What follows belongs to an exercise in optimizing a design on an open flow for small area; a production flow would make more cautious choices.
Where RTL was checked, it was by simulation tests only, not by an equivalence proof against the original.
Power figures rest on the tool's default switching activity, not on a simulated workload.

==> module memoryCPU, before the edit <==
module memoryCPU (
    input clock,
    input clear,
    input regWrite,
    input [3:0] write_reg_addr,
    input [15:0] write_data,
    input [3:0] read_reg_addr,
    output [15:0] read_data
);
    reg phase;
    reg pending;
    reg [2:0] pair_d;
    reg clear_d;
    reg [15:0] slot_p [0:7];
    reg [15:0] slot_q [0:7];
    wire write_now = regWrite & (write_reg_addr[0] != phase);
    always @(posedge clock) begin
        phase <= ~phase;
        pending <= regWrite & (write_reg_addr[0] == phase);
        pair_d <= write_reg_addr[3:1];
        clear_d <= clear;
    end
    wire clr = clear | clear_d;
    wire [15:0] wdata = write_data & {16{~clr}};
    integer i;
    always @(posedge clock) begin
        for (i = 0; i < 8; i = i + 1) begin
            slot_q[i] <= slot_p[i];
            if (clr | (write_now & (write_reg_addr[3:1] == i)) | (pending & (pair_d == i)))
                slot_p[i] <= wdata;
            else
                slot_p[i] <= slot_q[i];
        end
    end
    wire [3:0] slot = {read_reg_addr[3:1], read_reg_addr[0] ^ phase};  
    reg [15:0] rd;
    always @(*) begin
        rd = 16'd0;
        for (i = 0; i < 8; i = i + 1) begin
            rd = rd | (slot_p[i] & {16{slot == {i[2:0], 1'b0}}});
            rd = rd | (slot_q[i] & {16{slot == {i[2:0], 1'b1}}});
        end
    end
    assign read_data = rd & {16{~clear_d}};
endmodule
export LEC_CHECK = 0
export ABC_AREA = 1
export CAP_MARGIN = 20
export CORE_MARGIN = 2
export CORE_UTILIZATION = 40
export SLEW_MARGIN = 20
create_clock -name core_clock -period 20.0 [get_ports {clk}]
standard.sh (not shown) runs the stock make flow with config.mk's settings and CLKGATE_MAP_FILE= SYNTH_SCRIPT=/design/flow/synth_recipe.tcl, a recipe that flattens the netlist after the stock synthesis.
==> flow/flow/run.sh <==
#!/bin/bash
# Standard synthesis, then a stronger ABC area pass over the combinational
# logic only (flip-flops, adders and tie cells are kept as they are, with
# their names), then the standard layout from that netlist with the extra
# make settings in flow/params.sh (clock-tree and port-buffer options).
set -euo pipefail
WORK=$(pwd)
R=$WORK/orfs/results/${FLOW_PLATFORM}/miniCPU/base
LIB=$FLOW_HOME/platforms/${FLOW_PLATFORM}/lib/sky130_fd_sc_hd__tt_025C_1v80.lib
source "$WORK/flow/params.sh"

bash standard.sh synth > synth_standard.log 2>&1
cp "$R/1_2_yosys.v" "$WORK/1_2_yosys.standard.v"

DU=$(sed -n '/DONT_USE_CELLS/,/^$/p' "$FLOW_HOME/platforms/${FLOW_PLATFORM}/config.mk" | tr -d '\\' \
     | grep -o 'sky130_fd_sc_hd__[a-z0-9_]*' | sed 's/^/-dont_use /' | tr '\n' ' ')
cp "$WORK/flow/reopt.abc" "$WORK/reopt.abc"
cat > "$WORK/reopt.ys" <<EOY
read_liberty -wb -ignore_miss_func $LIB
read_verilog $WORK/1_2_yosys.standard.v
hierarchy -top $FLOW_TOP
blackbox =sky130_fd_sc_hd__*df* =sky130_fd_sc_hd__fa_* =sky130_fd_sc_hd__ha_* =sky130_fd_sc_hd__conb_*
flatten -wb
opt_clean
abc -liberty $LIB $DU -script $WORK/reopt.abc
opt_clean -purge
read_liberty -lib -overwrite $LIB
hierarchy -top $FLOW_TOP
splitnets
opt_clean -purge
hilomap -singleton -hicell sky130_fd_sc_hd__conb_1 HI -locell sky130_fd_sc_hd__conb_1 LO
insbuf -buf sky130_fd_sc_hd__buf_4 A X
opt_clean -purge
check -assert -mapped
stat -liberty $LIB
write_verilog -noattr -nohex -nodec $WORK/1_2_yosys.reopt.v
EOY
yosys -s "$WORK/reopt.ys" > reopt.log 2>&1
cp "$WORK/1_2_yosys.reopt.v" "$R/1_2_yosys.v"
rm -f "$R/1_synth.odb" "$R/1_synth.sdc"
bash standard.sh "${LAYOUT_VARS[@]}" finish > layout.log 2>&1
==> flow/flow/params.sh <==
# extra make settings for the layout steps
LAYOUT_VARS=(
  "CTS_ARGS=-sink_clustering_enable -repair_clock_nets -dont_use_dummy_load -sink_clustering_size 16 -sink_clustering_max_diameter 60"
  "BUFFER_PORTS_ARGS=-buffer_cell sky130_fd_sc_hd__buf_1"
)
==> flow/flow/reopt.abc <==
strash;&get -n;&deepsyn -T 60;&put;&get -n;&dch -f;&nf -R 1000;&put
Next try:
--- a/flow/design.v
+++ b/flow/design.v
@@ -56,38 +56,39 @@
 );
     reg phase;
-    reg pending;
-    reg [2:0] pair_d;
+    reg write_d;
+    reg [3:0] addr_d;
     reg clear_d;
-    reg [15:0] slot_p [0:7];
-    reg [15:0] slot_q [0:7];
-    wire write_now = regWrite & (write_reg_addr[0] != phase);
+    reg [7:0] ring_a [0:15];
+    reg [7:0] ring_b [0:15];
     always @(posedge clock) begin
         phase <= ~phase;
-        pending <= regWrite & (write_reg_addr[0] == phase);
-        pair_d <= write_reg_addr[3:1];
+        write_d <= regWrite;
+        addr_d <= write_reg_addr;
         clear_d <= clear;
     end
     wire clr = clear | clear_d;
-    wire [15:0] wdata = write_data & {16{~clr}};
+    wire [3:0] waddr = regWrite ? write_reg_addr : addr_d;
+    wire wen = regWrite | write_d;
+    wire [7:0] wbits = (phase ? write_data[7:0] : write_data[15:8]) & {8{~clr}};
     integer i;
     always @(posedge clock) begin
-        for (i = 0; i < 8; i = i + 1) begin
-            slot_q[i] <= slot_p[i];
-            if (clr | (write_now & (write_reg_addr[3:1] == i)) | (pending & (pair_d == i)))
-                slot_p[i] <= wdata;
+        for (i = 0; i < 16; i = i + 1) begin
+            ring_b[i] <= ring_a[i];
+            if (clr | (wen & (waddr == i)))
+                ring_a[i] <= wbits;
             else
-                slot_p[i] <= slot_q[i];
+                ring_a[i] <= ring_b[i];
         end
     end
-    wire [3:0] slot = {read_reg_addr[3:1], read_reg_addr[0] ^ phase};  
-    reg [15:0] rd;
+    reg [7:0] rd_a, rd_b;
     always @(*) begin
-        rd = 16'd0;
-        for (i = 0; i < 8; i = i + 1) begin
-            rd = rd | (slot_p[i] & {16{slot == {i[2:0], 1'b0}}});
-            rd = rd | (slot_q[i] & {16{slot == {i[2:0], 1'b1}}});
+        rd_a = 8'd0;
+        rd_b = 8'd0;
+        for (i = 0; i < 16; i = i + 1) begin
+            rd_a = rd_a | (ring_a[i] & {8{read_reg_addr == i}});
+            rd_b = rd_b | (ring_b[i] & {8{read_reg_addr == i}});
         end
     end
-    assign read_data = rd & {16{~clear_d}};
+    assign read_data = (phase ? {rd_a, rd_b} : {rd_b, rd_a}) & {16{~clear_d}};
 endmodule
 module lcd_controller (
What happened: Combinational power is higher by about 45%; routed wire length is higher by about 0.8%; sequential cell count is higher by 1; first-iteration DRC count is higher by about 3.5%; total power is higher by about 16%; synthesized cell count is higher by about 15%.
No functional check of the RTL was part of the second run of this note.

## what the ideal ports hide
The results above use ideal ports. As a check the final layouts listed here were re-extracted and re-timed, cells and wires unchanged.
Step 1 assumes that a clkbuf_16 drives the clock port and a buf_2 every other input.
Step 2 times the ports against the registers' clock, not the clock port: input delays grow and output delays shrink by t, the midpoint of the rising clock arrivals with the driver on.
a / b / c = ideal / step 1 / step 2; a / b = the first two.
run | t (ns) | setup slack, ns | worst data-port slew with drivers (ns) | cell pins on the clock port's net
the first run | 0.604 | 6.263 / 6.238 / 5.634 | 0.14 | 1
the second run | 0.611 | 6.064 / 6.063 / 5.453 | 0.08 | 1
After both steps every run listed still meets setup and hold. The setup slack of the first run, which loses most, moves by -0.025 ns with the drivers and by -0.629 ns with both steps.
